Context: an optimization exercise on an open-source flow, tuned for small area, a short achievable clock period and few clock cycles. The choices shown serve that exercise and are no tape-out recipe.
In this exercise RTL edits were held to simulation tests only and were not proved equivalent to the original.

==> design.v <==
module berexp_x (
    input  logic        clk,
    input  logic        rst_n,
    input  logic        valid,
    input  logic        b,
    input  logic [4:0]  z0,
    input  logic [71:0] r_72,
    input  logic [71:0] sqr2_isigma,
    output logic [62:0] z_63,
    output logic [5:0]  s_6,
    output logic        done
);
    localparam int W  = 9;
    localparam int MW = 90;
    localparam logic [80:0] NC1  = 81'h1ffb2c1d0f9f110000000;  
    localparam logic [80:0] NLN2 = 81'h1ff4e8de8082e30000000;  
    localparam logic [44:0] KI = 45'(45'h171547652b82);  
    localparam logic [MW-1:0] BC = 90'h2ac00000000000000000000;  
    logic [4:0] st, st_n;
    logic [80:0]   a_reg;
    logic [5:0]    s6_r;
    logic [MW-1:0] acc, ps, pc;
    logic [80:0]      zr;
    logic [80:0] zr_sh;
    logic [71:0] isg_sh;
    logic [8:0]       z0sq;
    assign zr     = {(b ? {4'b0, z0} + 9'h1ff : {4'b0, z0}), r_72 ^ {72{b}}};
    assign zr_sh  = 81'(zr) << 0;
    assign isg_sh = 72'(sqr2_isigma) << 0;
    always_comb begin
        case (z0)
            5'd1: z0sq = 9'd1;
            5'd2: z0sq = 9'd4;
            5'd3: z0sq = 9'd9;
            5'd4: z0sq = 9'd16;
            5'd5: z0sq = 9'd25;
            5'd6: z0sq = 9'd36;
            5'd7: z0sq = 9'd49;
            5'd8: z0sq = 9'd64;
            5'd9: z0sq = 9'd81;
            5'd10: z0sq = 9'd100;
            5'd11: z0sq = 9'd121;
            5'd12: z0sq = 9'd144;
            5'd13: z0sq = 9'd169;
            5'd14: z0sq = 9'd196;
            5'd15: z0sq = 9'd225;
            5'd16: z0sq = 9'd256;
            5'd17: z0sq = 9'd289;
            5'd18: z0sq = 9'd324;
            default: z0sq = 9'd0;
        endcase
    end
    logic c_fb_sh, c_fb_z, c_a_ln2, c_am, c_ao, c_az, c_s;
    logic [4:0] b_one, b_two, b_neg;
    logic [80:0] a_eff;
    assign a_eff = c_a_ln2 ? NLN2 : a_reg;
    logic [81:0] sel0;
    assign sel0 = ({1'b0, a_eff} & {82{b_one[0]}}) | ({a_eff, 1'b0} & {82{b_two[0]}});
    logic [81:0] sel1;
    assign sel1 = ({1'b0, a_eff} & {82{b_one[1]}}) | ({a_eff, 1'b0} & {82{b_two[1]}});
    logic [81:0] sel2;
    assign sel2 = ({1'b0, a_eff} & {82{b_one[2]}}) | ({a_eff, 1'b0} & {82{b_two[2]}});
    logic [81:0] sel3;
    assign sel3 = ({1'b0, a_eff} & {82{b_one[3]}}) | ({a_eff, 1'b0} & {82{b_two[3]}});
    logic [81:0] sel4;
    assign sel4 = ({1'b0, a_eff} & {82{b_one[4]}}) | ({a_eff, 1'b0} & {82{b_two[4]}});
    logic [MW-1:0] r0_0;
    assign r0_0 = 90'({~b_neg[0], sel0 ^ {82{b_neg[0]}}});
    logic [MW-1:0] r0_1;
    assign r0_1 = (90'({~b_neg[1], sel1 ^ {82{b_neg[1]}}}) << 2) | (90'(b_neg[0]) << 0);
    logic [MW-1:0] r0_2;
    assign r0_2 = (90'({~b_neg[2], sel2 ^ {82{b_neg[2]}}}) << 4) | (90'(b_neg[1]) << 2);
    logic [MW-1:0] r0_3;
    assign r0_3 = (90'({~b_neg[3], sel3 ^ {82{b_neg[3]}}}) << 6) | (90'(b_neg[2]) << 4);
    logic [MW-1:0] r0_4;
    assign r0_4 = (90'(sel4) << 8) | (90'(b_neg[3]) << 6);
    logic [MW-1:0] s1_0, c1_0;
    assign s1_0 = r0_0 ^ r0_1 ^ r0_2;
    assign c1_0 = ((r0_0 & r0_1) | (r0_0 & r0_2) | (r0_1 & r0_2)) << 1;
    logic [MW-1:0] s1_1, c1_1;
    assign s1_1 = r0_3 ^ r0_4 ^ BC;
    assign c1_1 = ((r0_3 & r0_4) | (r0_3 & BC) | (r0_4 & BC)) << 1;
    logic [MW-1:0] s2_0, c2_0;
    assign s2_0 = s1_0 ^ c1_0 ^ s1_1;
    assign c2_0 = ((s1_0 & c1_0) | (s1_0 & s1_1) | (c1_0 & s1_1)) << 1;
    logic [MW-1:0] s3_0, c3_0;
    assign s3_0 = s2_0 ^ c2_0 ^ c1_1;
    assign c3_0 = ((s2_0 & c2_0) | (s2_0 & c1_1) | (c2_0 & c1_1)) << 1;
    always_ff @(posedge clk) begin
        ps <= s3_0;
        pc <= c3_0;
    end
    logic [MW-1:0] fb, mac;
    assign fb  = c_fb_sh ? acc >> W : (c_fb_z ? '0 : MW'(a_reg));
    assign mac = fb + ps + pc;
    always_ff @(posedge clk) begin
        acc <= mac;
        if (c_am || c_ao)
            a_reg <= c_am ? mac[80:0] : (c_az ? zr : NC1);
        if (c_s)
            s6_r <= (mac[87:86] != 2'b00) ? 6'd63 : mac[85:80];
    end
    logic [W-1:0] d_stage, d_nxt;
    always_comb begin
        d_nxt = '0;
        case (st)
            5'd0: d_nxt = zr_sh[17:9];
            5'd1: d_nxt = zr_sh[26:18];
            5'd2: d_nxt = zr_sh[35:27];
            5'd3: d_nxt = zr_sh[44:36];
            5'd4: d_nxt = zr_sh[53:45];
            5'd5: d_nxt = zr_sh[62:54];
            5'd6: d_nxt = zr_sh[71:63];
            5'd7: d_nxt = zr_sh[80:72];
            5'd9: d_nxt = isg_sh[8:0];
            5'd10: d_nxt = isg_sh[17:9];
            5'd11: d_nxt = isg_sh[26:18];
            5'd12: d_nxt = isg_sh[35:27];
            5'd13: d_nxt = isg_sh[44:36];
            5'd14: d_nxt = isg_sh[53:45];
            5'd15: d_nxt = isg_sh[62:54];
            5'd16: d_nxt = isg_sh[71:63];
            5'd17: d_nxt = W'(z0sq);
            5'd19: d_nxt = KI[8:0];
            5'd20: d_nxt = KI[17:9];
            5'd21: d_nxt = KI[26:18];
            5'd22: d_nxt = KI[35:27];
            5'd23: d_nxt = KI[44:36];
            default: d_nxt = '0;
        endcase
    end
    always_ff @(posedge clk) d_stage <= d_nxt;
    function automatic logic [14:0] booth_enc(input logic [W-1:0] d);
        logic [W+1:0] x;
        x = 11'(d);
        for (int j = 0; j <= 4; j++) begin
            logic b0, b1, b2;
            b0 = (j == 0) ? 1'b0 : x[2*j-1];
            b1 = x[2*j];
            b2 = x[2*j+1];
            booth_enc[3*j]   = b1 ^ b0;
            booth_enc[3*j+1] = (b2 & ~b1 & ~b0) | (~b2 & b1 & b0);
            booth_enc[3*j+2] = b2 & ~(b1 & b0);
        end
    endfunction
    logic [14:0] enc_d, enc_s, enc_n;
    assign enc_d = c_az ? booth_enc(zr_sh[8:0]) : booth_enc(d_stage);
    assign enc_s = booth_enc(W'(mac[87:80]));
    assign enc_n = c_s ? enc_s : enc_d;
    always_ff @(posedge clk) begin
        for (int j = 0; j <= 4; j++) begin
            b_one[j] <= enc_n[3*j];
            b_two[j] <= enc_n[3*j+1];
            b_neg[j] <= enc_n[3*j+2];
        end
    end
    always_comb begin
        if (!valid)             st_n = '0;
        else if (st != 5'd29) st_n = st + 5'd1;
        else                    st_n = st;
    end
    always_ff @(posedge clk) begin
        c_fb_sh <= !(st_n == 5'd2 || st_n == 5'd12 || st_n == 5'd22
                     || st_n == 5'd28);
        c_fb_z  <= (st_n != 5'd28);
        c_a_ln2 <= (st_n == 5'd27);
        c_am    <= (st_n == 5'd10) || (st_n == 5'd20);
        c_ao    <= (st_n == 5'd0) || (st_n == 5'd18);
        c_az    <= (st_n == 5'd0);
        c_s     <= (st_n == 5'd26);
    end
    always_ff @(posedge clk or negedge rst_n) begin
        if (!rst_n) begin
            st   <= '0;
            done <= 1'b0;
        end else begin
            done <= valid && (st == 5'd27);
            st   <= st_n;
        end
    end
    assign s_6  = s6_r;
    assign z_63 = acc[71:9];
endmodule
==> flow/run.sh <==
#!/bin/bash
# The standard layout (standard synthesis, floorplan, placement, CTS,
# routing), with one change: the timing repair steps aim for a setup slack
# of 13 ns at the design's 18 ns clock, so that the resizer works on the
# design's real critical paths instead of stopping once 18 ns is met.
# The clock period and the SDC constraints are those of the design.
set -euo pipefail
bash standard.sh SETUP_SLACK_MARGIN=13 finish > standard_flow.log 2>&1
==> standard.sh <==
#!/bin/bash
# synth_recipe.tcl (not shown) runs the flow's synth.tcl, then flattens the netlist and writes it again
# the make line also repeats each setting of config.mk as NAME=value (left out here)
make -C /OpenROAD-flow-scripts/flow DESIGN_CONFIG=/design/flow/config.mk WORK_HOME=/design/flow/orfs CLKGATE_MAP_FILE= SYNTH_SCRIPT=/design/flow/synth_recipe.tcl "${@:-finish}"
==> config.mk <==
export PLATFORM = sky130hd
export DESIGN_NAME = berexp_x
export DESIGN_NICKNAME = berexp_x
export VERILOG_FILES = /design/flow/design.v
export SDC_FILE = /design/flow/constraint.sdc
export NUM_CORES = 4
export LEC_CHECK = 0
export CAP_MARGIN = 20
export CORE_MARGIN = 2
export CORE_UTILIZATION = 40
export PLACE_DENSITY = 0.55
export SLEW_MARGIN = 20
==> constraint.sdc <==
create_clock -name core_clock -period 18.0 [get_ports {clk}]
set_input_delay 3.6000 -clock core_clock [delete_from_list [all_inputs] [get_ports {clk}]]
set_output_delay 3.6000 -clock core_clock [all_outputs]
set_load 0.01 [all_outputs]
==> results of run 1 <==
-- worst max-delay path by stage --
| stage | cells past startpoint | to | start | slack (ns) |
|---|---|---|---|---|
| 4_1_cts | 1 | z_63[55] | acc[64]$_DFF_P_ | 13.01 |
| 2_1_floorplan | 9 | b_neg[1]$_DFF_P_ | b | 13.02 |
| 6_report | 1 | z_63[47] | acc[56]$_DFF_P_ | 13.04 |
| 5_1_grt | 18 | b_neg[2]$_DFF_P_ | c_fb_sh$_DFF_P_ | 12.98 |
| 3_3_place_gp | 9 | d_stage[7]$_DFF_P_ | z0[2] | 11.93 |
| 3_5_place_dp | 9 | d_stage[6]$_DFF_P_ | z0[0] | 11.92 |
-- cells in the mapped netlist (6+ instances only) --
cell	number	area, um^2
a211oi_1	22	165
o21bai_1	22	165
a221oi_1	90	788
or3_1	7	43.8
o211ai_1	10	75.1
nor3_1	30	150
and4_1	11	96.3
and3_1	23	144
o21a_1	16	120
nor3b_1	9	67.6
nor2_1	331	1240
or2_2	18	113
nand3_1	36	180
a22o_1	121	1060
o21ai_1	6	30.0
xor2_1	56	490
nand4_1	36	225
clkbuf_1	279	1050
a221o_1	21	210
a2bb2oi_1	12	105
edfxtp_1	87	2610
a21o_1	42	315
dfrtp_1	6	150
ha_1	216	2700
o21ai_0	129	646
nand2b_1	10	62.6
buf_4	63	473
inv_1	79	297
o22ai_1	29	181
nor4_1	12	75.1
fa_1	318	6370
dfxtp_1	287	5750
xnor2_1	433	3790
a31oi_1	18	113
buf_2	13	65.1
and2_1	8	50.1
buf_1	41	154
a21oi_1	163	816
a22oi_1	318	2390
o2111ai_1	8	70.1
nor2b_1	26	163
nand2_1	192	721
a222oi_1	8	80.1
o31ai_1	8	60.1
-- routing by layer --
metal | global-route usage | vias to the layer above | share of wire
li1 | - | 13352 | -
met1 | 0.451 | 15458 | 0.41
met2 | 0.499 | 1800 | 0.43
met3 | 0.0820 | 296 | 0.11
met4 | 0.133 | 4 | 0.046
met5 | 0 | - | 0.00015
-- placed cells by master (no fill, tap or decap), types with 36 or more instances in the layout --
cell type	n
nand4_1	36
xnor2_1	431
o21ai_0	124
buf_4	62
a21o_1	42
edfxtp_1	87
dfxtp_1	231
fa_1	318
a22o_1	121
nand2_1	191
dfxtp_2	52
a22oi_1	318
xor2_1	56
a221oi_1	88
nor2_1	328
ha_1	211
inv_1	77
a21oi_1	158
clkdlybuf4s50_1	146
dlygate4sd2_1	69
clkbuf_16	52
-- final cells by class --
cell class | instances | area share
inverter | 87 | 0.00837
clock buffer | 68 | 0.0356
multi-input combinational | 2897 | 0.631
antenna | 3 | 0.000188
timing repair buffer | 289 | 0.0676
clock inverter | 21 | 0.00561
sequential | 380 | 0.215
tap | 1165 | 0.0365
-- cells by family after synthesis --
family | Yosys count
AOI/OAI and AO/OA | 1101
xor gates and xnor gates | 492
adders and majority gates | 534
buffers and inverters | 483
DFF | 380
muxes | 3
and+or+nand+nor | 767
-- timing repair --
action,4_1_cts,5_1_grt
buffers inserted,10,6
resized for setup,159,33
cloned,0,0
pin swaps,3,9
setup endpoints to repair,134,31
-- stage by stage --
stage	hold slack, ns
2_1_floorplan	0.539
3_3_place_gp	0.657
3_5_place_dp	0.659
4_1_cts	0.674
5_1_grt	0.711
6_report	0.675
-- worst reg2reg max path, stage by stage (launching register included) --
cell and delay, ns:
edfxtp_1 0.76, a22o_1 0.28, fa_1 0.42, ha_1 0.44, nand4_2 0.17, or3_4 0.43
or4_4 0.59, a31oi_4 0.32, nor4_4 0.10, o31ai_4 0.35, and4_1 0.30, a2111oi_4 0.06
buf_4 0.18, or3_1 0.30
==> metrics.csv, run 1 <==
stage,metric,value,unit
yosys,syn-cell-area,35500,um^2
finish,multi_input_area,25200,um^2
global_route,grt.total_usage,0.330,
min_path,hold_depth,3,
setup_path,crit_fanout,2,
yosys,async_flop_share,0.0158,
clock_network,htreeDepth,2,
placed_design,dpl_cell_area,37900,um^2
finish,largest_reg_flops,90,
global_route,grt_pass1_vias,30695,
setup_path,path_cells,dlygate4sd2_1,
setup_path,path_class,flip-flop to primary output,
detailed_routing,wire_per_inst,30.7,um
clock_network,numClockSinks,380,
detailed_routing,firstDrtPassIters,6,
timing,drv_slew,0,
setup_path,worstPathRequired,14.40,ns
finish,regArea,8590,um^2
min_path,min_to,a_reg[0]$_DFFE_PP_,
yosys,synthFlopType,dfxtp_1,
finish,final_cells,4910,
placed_design,dp_hpwl,113,mm
setup_path,r2r_start,a_reg[31]$_DFFE_PP_,
clock_network,clk_latency,0.63,ns
yosys,synth_cells,3760,
detailed_routing,first_iter_violations,3255,
yosys,synth-seq-cells,380,
detailed_routing,wl,151,mm
yosys,yosys.cell_types.count,84,
timing,fmax,0.202,GHz
finish,largest-register,ps,
global_route,grt_start_max_net_pins,87,
detailed_routing,drc_errors,0,
setup_path,cp-start-kind,flip-flop,
global_route,grt.overflow.total,0,
finish,reg_top3,"ps x90, pc x86",
finish,fillCellCount,8620,
timing,slew_headroom,0.224,
timing,fin_crit_sh,0.276,
timing,rsz0062_at_grt,no,
die,die_area,91100,um^2
die,start_util,0.403,
setup_path,cp_slowest_cell,dfxtp_1,
yosys,ys_seq_area_frac,0.240,
yosys,syn_nets,4447,
setup_path,path_buf_inv,1,
placed_design,port_buffers,222,
global_route,grt_pass1_wl,219,mm
clock_network,cts_tree,built,
yosys,synth_xor_xnor_area_share,0.122,
min_path,worstHoldStart,ps[0]$_DFF_P_,
finish,drive_gt1_frac,0.0794,
timing,layout_min_cycle_time,4.96,ns
yosys,synth_compound_area_frac,0.225,
finish,final_util,0.453,
die,fp.dieH,302,um
placed_design,place_congestion,0.993,
setup_path,arrival,1.36,ns
setup_path,critPathMaxStageDelay,0.42,ns
detailed_routing,drt.antenna.violating_nets,0,
yosys,synth_edf_count,87,
clock_network,numCtsBuffers,48,
yosys,syn_avg_cell_area,9.43,um^2
clock_network,hold_buffers,0,
status,outcome,timing/DRC/antenna clean,
timing,hold_violations,0,
die,num_rows,109,
timing,worst_slack,13.04,ns
clock_network,root_buffer,clkbuf_16,
timing,setup_violations,0,
timing,max_slew.worst_pin.slew,1.16,ns
die,coreArea,88100,um^2
finish,fin_nets,4390,
die,dieWidth,302,um
detailed_routing,num_vias,30910,
yosys,synth_fa_ha_area_frac,0.256,
setup_path,rrSetupSlack,13.05,ns
clock_network,clk_pin_slew,0.06,ns
yosys,yosys.area_share.simple,0.0983,
timing,fin_setup_tns,0,ns
placed_design,placed_cells,4802,
finish,final_area,39900,um^2
setup_path,cp-end-kind,primary output,
job,cap_violations,0,
setup_path,r2r_end,s6_r[0]$_SDFFCE_PP1P_,
setup_path,rr_worst_depth,13,
yosys,yosys_warnings,1,
global_route,antenna_found_initial,10,
timing,finClkSkew,0.0179,ns
setup_path,crit_family,flip-flops,
yosys,synth_top_family_by_area,adder cells,
finish,area_growth,12.6,%
clock_network,clock_path_buffers,3,
detailed_routing,avgViaCountPerCell,6.30,
min_path,min_path_type,flip-flop to flip-flop,
die,io_pins,223,
placed_design,place_ws,11.92,ns
yosys,synth.area.mux_share,0.000847,
Testbench counts, summed over its fixed seeds: cycles 46,400.
==> inputs of run 2 (changes only) <==
--- a/design.v
+++ b/design.v
@@ -16,5 +16,5 @@
     localparam logic [80:0] NLN2 = 81'h1ff4e8de8082e30000000;  
     localparam logic [44:0] KI = 45'(45'h171547652b82);  
-    localparam logic [MW-1:0] BC = 90'h2ac00000000000000000000;  
+    localparam logic [MW-1:0] BC0 = 90'h2a000000000000000000000;  
     logic [4:0] st, st_n;
     logic [80:0]   a_reg;
@@ -66,5 +66,5 @@
     assign sel4 = ({1'b0, a_eff} & {82{b_one[4]}}) | ({a_eff, 1'b0} & {82{b_two[4]}});
     logic [MW-1:0] r0_0;
-    assign r0_0 = 90'({~b_neg[0], sel0 ^ {82{b_neg[0]}}});
+    assign r0_0 = BC0 | 90'({~b_neg[0], b_neg[0], b_neg[0], sel0 ^ {82{b_neg[0]}}});
     logic [MW-1:0] r0_1;
     assign r0_1 = (90'({~b_neg[1], sel1 ^ {82{b_neg[1]}}}) << 2) | (90'(b_neg[0]) << 0);
@@ -78,13 +78,10 @@
     assign s1_0 = r0_0 ^ r0_1 ^ r0_2;
     assign c1_0 = ((r0_0 & r0_1) | (r0_0 & r0_2) | (r0_1 & r0_2)) << 1;
-    logic [MW-1:0] s1_1, c1_1;
-    assign s1_1 = r0_3 ^ r0_4 ^ BC;
-    assign c1_1 = ((r0_3 & r0_4) | (r0_3 & BC) | (r0_4 & BC)) << 1;
     logic [MW-1:0] s2_0, c2_0;
-    assign s2_0 = s1_0 ^ c1_0 ^ s1_1;
-    assign c2_0 = ((s1_0 & c1_0) | (s1_0 & s1_1) | (c1_0 & s1_1)) << 1;
+    assign s2_0 = s1_0 ^ c1_0 ^ r0_3;
+    assign c2_0 = ((s1_0 & c1_0) | (s1_0 & r0_3) | (c1_0 & r0_3)) << 1;
     logic [MW-1:0] s3_0, c3_0;
-    assign s3_0 = s2_0 ^ c2_0 ^ c1_1;
-    assign c3_0 = ((s2_0 & c2_0) | (s2_0 & c1_1) | (c2_0 & c1_1)) << 1;
+    assign s3_0 = s2_0 ^ c2_0 ^ r0_4;
+    assign c3_0 = ((s2_0 & c2_0) | (s2_0 & r0_4) | (c2_0 & r0_4)) << 1;
     always_ff @(posedge clk) begin
         ps <= s3_0;
==> flow/run.sh (replaced) <==
#!/bin/bash
# The standard layout (standard synthesis, floorplan, placement, CTS,
# routing) with two changes:
#  - the timing repair steps aim for a setup slack of 13 ns at the design's
#    18 ns clock, so that the resizer works on the design's real critical
#    paths instead of stopping once 18 ns is met;
#  - every input and output port still gets its own buffer, but a plain
#    sky130_fd_sc_hd__buf_2 rather than the delay cell ORFS picks by default.
# The clock period and the SDC constraints are those of the design.
set -euo pipefail
bash standard.sh SETUP_SLACK_MARGIN=13 "BUFFER_PORTS_ARGS=-buffer_cell sky130_fd_sc_hd__buf_2" finish > standard_flow.log 2>&1
==> run 2 against run 1 <==
Compared with the run above: synthesized area about the same; clock-buffer cell count decreased by 3; setup slack got worse by 0.014 ns; fmax decreased by 0.29%; wire length decreased by 4.2%; design area decreased by 2.0%; critical path type unchanged; critical endpoint is now z_63[55].
==> metrics.csv, run 2 <==
stage,metric,value,unit,change
status,outcome,timing/DRC/antenna clean,,
setup_path,crit_fanout,2,,unchanged
placed_design,place_congestion,0.993,,about the same
global_route,use_met1,0.432,,-0.0183
yosys,yosys.cell_types.count,91,,+8.3%
finish,largest_reg_flops,90,,unchanged
yosys,synth_edf_count,87,,unchanged
timing,drv_slew,0,,unchanged
yosys,synth_cells,3948,,+5.0%
die,dieWidth,302,um,about the same
clock_network,hold_buffers,0,,unchanged
clock_network,clk_pin_slew,0.06,ns,about the same
finish,final_util,0.444,,-0.00902
yosys,synthFlopType,dfxtp_1,,
yosys,yosys-top-cells-count,"393 x xnor2_1, 362 x inv_1, 345 x nor2_1",,
placed_design,dp_hpwl,107,mm,-6.0%
setup_path,crit_family,flip-flops,,
timing,layout_min_cycle_time,4.97,ns,+0.0142 ns
timing,fin_setup_tns,0,ns,unchanged
clock_network,numClockSinks,380,,unchanged
clock_network,root_buffer,clkbuf_16,,
job,cap_violations,0,,unchanged
clock_network,numCtsBuffers,48,,unchanged
global_route,grt.total_usage,0.314,,-0.0152
timing,setup_violations,0,,unchanged
yosys,synth_top_area_share,0.181,,+0.00186
yosys,yosys_warnings,1,,unchanged
finish,final_cell_mix,"389 x xnor2_1, 361 x inv_1, 342 x nor2_1, 328 x a22oi_1, 320 x fa_1",,
setup_path,path_cells,buf_2,,
clock_network,htreeDepth,2,,unchanged
detailed_routing,wire_per_inst,28.3,um,-7.9%
finish,largest-register,ps,,
clock_network,clock_path_buffers,3,,unchanged
global_route,antenna_found_initial,7,,-3
detailed_routing,firstDrtPassIters,9,,+3
setup_path,rrSetupSlack,13.09,ns,+0.04 ns
yosys,synth.area.top_cells,"fa_1 18%, dfxtp_1 16%, xnor2_1 9.7%, edfxtp_1 7.4%, a22oi_1 6.9%",,
global_route,grt_pass1_wl,212,mm,-3.6%
die,die_area,91000,um^2,about the same
yosys,ys_seq_area_frac,0.240,,about the same
yosys,yosysTopAreaCell,fa_1,,
die,num_rows,109,,unchanged
detailed_routing,num_vias,30585,,-1.1%
setup_path,worstPathRequired,14.40,ns,about the same
detailed_routing,drt.antenna.violating_nets,0,,unchanged
yosys,syn-cell-area,35400,um^2,about the same
yosys,yosysMostFrequentCell,xnor2_1,,
setup_path,path_class,flip-flop to primary output,,
yosys,async_flop_share,0.0158,,unchanged
finish,fin_nets,4499,,+2.5%
timing,max_slew.worst_pin.slew,1.26,ns,+0.0946 ns
timing,rsz0062_at_grt,no,,
setup_path,arrival,1.37,ns,about the same
timing,fmax,0.201,GHz,-0.29%
global_route,grt_start_max_net_pins,164,,+89%
yosys,synth-seq-cells,380,,unchanged
global_route,grt_util_met2,0.486,,-0.0132
timing,slew_headroom,0.154,,-0.0708
placed_design,port_buffers,222,,unchanged
detailed_routing,drc_errors,0,,unchanged
timing,finClkSkew,0.0187,ns,+0.000825 ns
finish,reg_top3,"ps x90, pc x86",,
global_route,grt.overflow.total,0,,unchanged
detailed_routing,first_iter_violations,3213,,-1.3%
global_route,grtUsageMet3,0.0750,,-0.00703
global_route,grt_pass1_vias,30521,,-0.57%
timing,fin_crit_sh,0.276,,+0.000789
setup_path,cp_slowest_cell,dfxtp_1,,
global_route,grt.busiest_layer,met2,,
detailed_routing,wl,144,mm,-4.2%
detailed_routing,avgViaCountPerCell,5.99,,-4.8%
clock_network,clk_latency,0.61,ns,-0.02 ns
setup_path,cp-start-kind,flip-flop,,
setup_path,critPathMaxStageDelay,0.55,ns,+0.13 ns
min_path,min_path_type,flip-flop to flip-flop,,
setup_path,cp-end-kind,primary output,,
clock_network,cts_tree,built,,
finish,fillCellCount,8737,,+1.4%
finish,area_growth,10.4,%,
setup_path,path_buf_inv,1,,unchanged
finish,layout_commonest_cell,xnor2_1,,
yosys,syn_avg_cell_area,8.98,um^2,-4.8%
die,io_pins,223,,unchanged
yosys,syn_nets,4551,,+2.3%
die,coreArea,88100,um^2,unchanged
die,start_util,0.402,,about the same
finish,drive_gt1_frac,0.126,,+0.0462
timing,hold_violations,0,,unchanged
die,fp.dieH,302,um,about the same
## run 2: through the flow
stage	cell area [um^2]	hold slack [ns]	instances	setup slack [ns]
global route	39100	0.603	5099	13.00
CTS	38700	0.564	5089	12.88
detailed placement	36700	0.561	4988	11.67
global placement	36700	0.536	4988	11.75
floorplan	35500	0.502	3948	13.01
finish	39100	0.562	5103	13.03
## run 2: area by class of cell
cell class / count / area, um^2 / area share
sequential: 380 / 8540 / 0.218
timing repair buffer: 289 / 1810 / 0.0462
tap: 1165 / 1460 / 0.0373
clock inverter: 23 / 320 / 0.00819
multi-input combinational: 2811 / 24200 / 0.619
clock buffer: 65 / 1400 / 0.0357
antenna: 4 / 10.0 / 0.000256
inverter: 366 / 1380 / 0.0351
## run 2: repair_timing
action                                 in CTS  in global routing
pin swaps                                   8                 11
setup endpoints to repair                 156                 34
resized for setup                          41                 51
buffers inserted                           10                  9
endpoints found under the hold margin       0                  0
cloned                                      3                  1
## run 2: metal layers
layer | routed length [um] | part of all wire
met3 | 15000 | 0.10
met4 | 5260 | 0.036
met1 | 59800 | 0.41
met5 | 13 | 0.000090
met2 | 64200 | 0.44
## run 2: worst reg2reg max path: stages, from the launching register on
cell	delay [ns]
dfxtp_4	0.37
buf_12	0.15
buf_4	0.14
clkbuf_16	0.20
a22o_1	0.24
fa_1	0.43
ha_1	0.39
a21oi_2	0.30
o21ai_0	0.19
a21o_1	0.24
a211oi_2	0.43
o32a_1	0.26
o21a_1	0.27
a21oi_1	0.16
xnor2_1	0.62
a21oi_1	0.22
## run 2: kinds of logic (layout without fill, tap and decap cells)
kind of cell / Yosys count / in the layout / share of synthesized area
buffers and inverters: 758 / 743 / 0.0880
DFF: 380 / 380 / 0.240
and+or+nand+nor: 757 / 758 / 0.0955
other: 0 / 4 / 0
AOI/OAI and AO/OA: 1097 / 1097 / 0.223
xor gates and xnor gates: 496 / 496 / 0.123
muxes: 10 / 10 / 0.00293
adders and majority gates: 450 / 450 / 0.227
## run 2: path summary, 6_finish.rpt
kind                                  from             endpoint  depth (start not counted)
setup / recovery           acc[64]$_DFF_P_             z_63[55]                          1
max in group asynchronous            rst_n      st[0]$_DFF_PN0_                          1
hold / removal              pc[89]$_DFF_P_      acc[89]$_DFF_P_                          2
min in group asynchronous            rst_n      st[3]$_DFF_PN0_                          1
hold reg to reg             pc[89]$_DFF_P_      acc[89]$_DFF_P_                          2
setup reg to reg           c_fb_sh$_DFF_P_  a_reg[80]$_DFFE_PP_                         15
Testbench counts of run 2, summed over its fixed seeds: cycles 46,400.

==> port drivers added, routing unchanged <==
How much do the figures lean on ideal ports? The routed layouts below were timed once more, with nothing changed but the port constraints. Step 1 assumes that a clkbuf_16 drives the clock port and a buf_2 every other input. Step 2 adds t to the input delays and takes it off the output delays; t is the mean of the earliest and latest rising clock arrival at the registers after step 1. Input paths then give back, and output paths get back, about the clock's delay inside the block. Slacks: no drivers / after step 1 / after step 2; pairs: no drivers / after step 1.
| run | t, ns | slack for setup (ns) | clock arrival spread, ns |
|---|---|---|---|
| run 1 | 0.687 | 13.039 / 12.970 / 12.402 | 0.019 / 0.020 |
| run 2 | 0.674 | 13.025 / 12.956 / 12.464 | 0.018 / 0.018 |
After both steps every run listed still meets setup and hold. The setup slack of run 1, which loses most, moves by -0.069 ns with the drivers and by -0.637 ns with both steps.
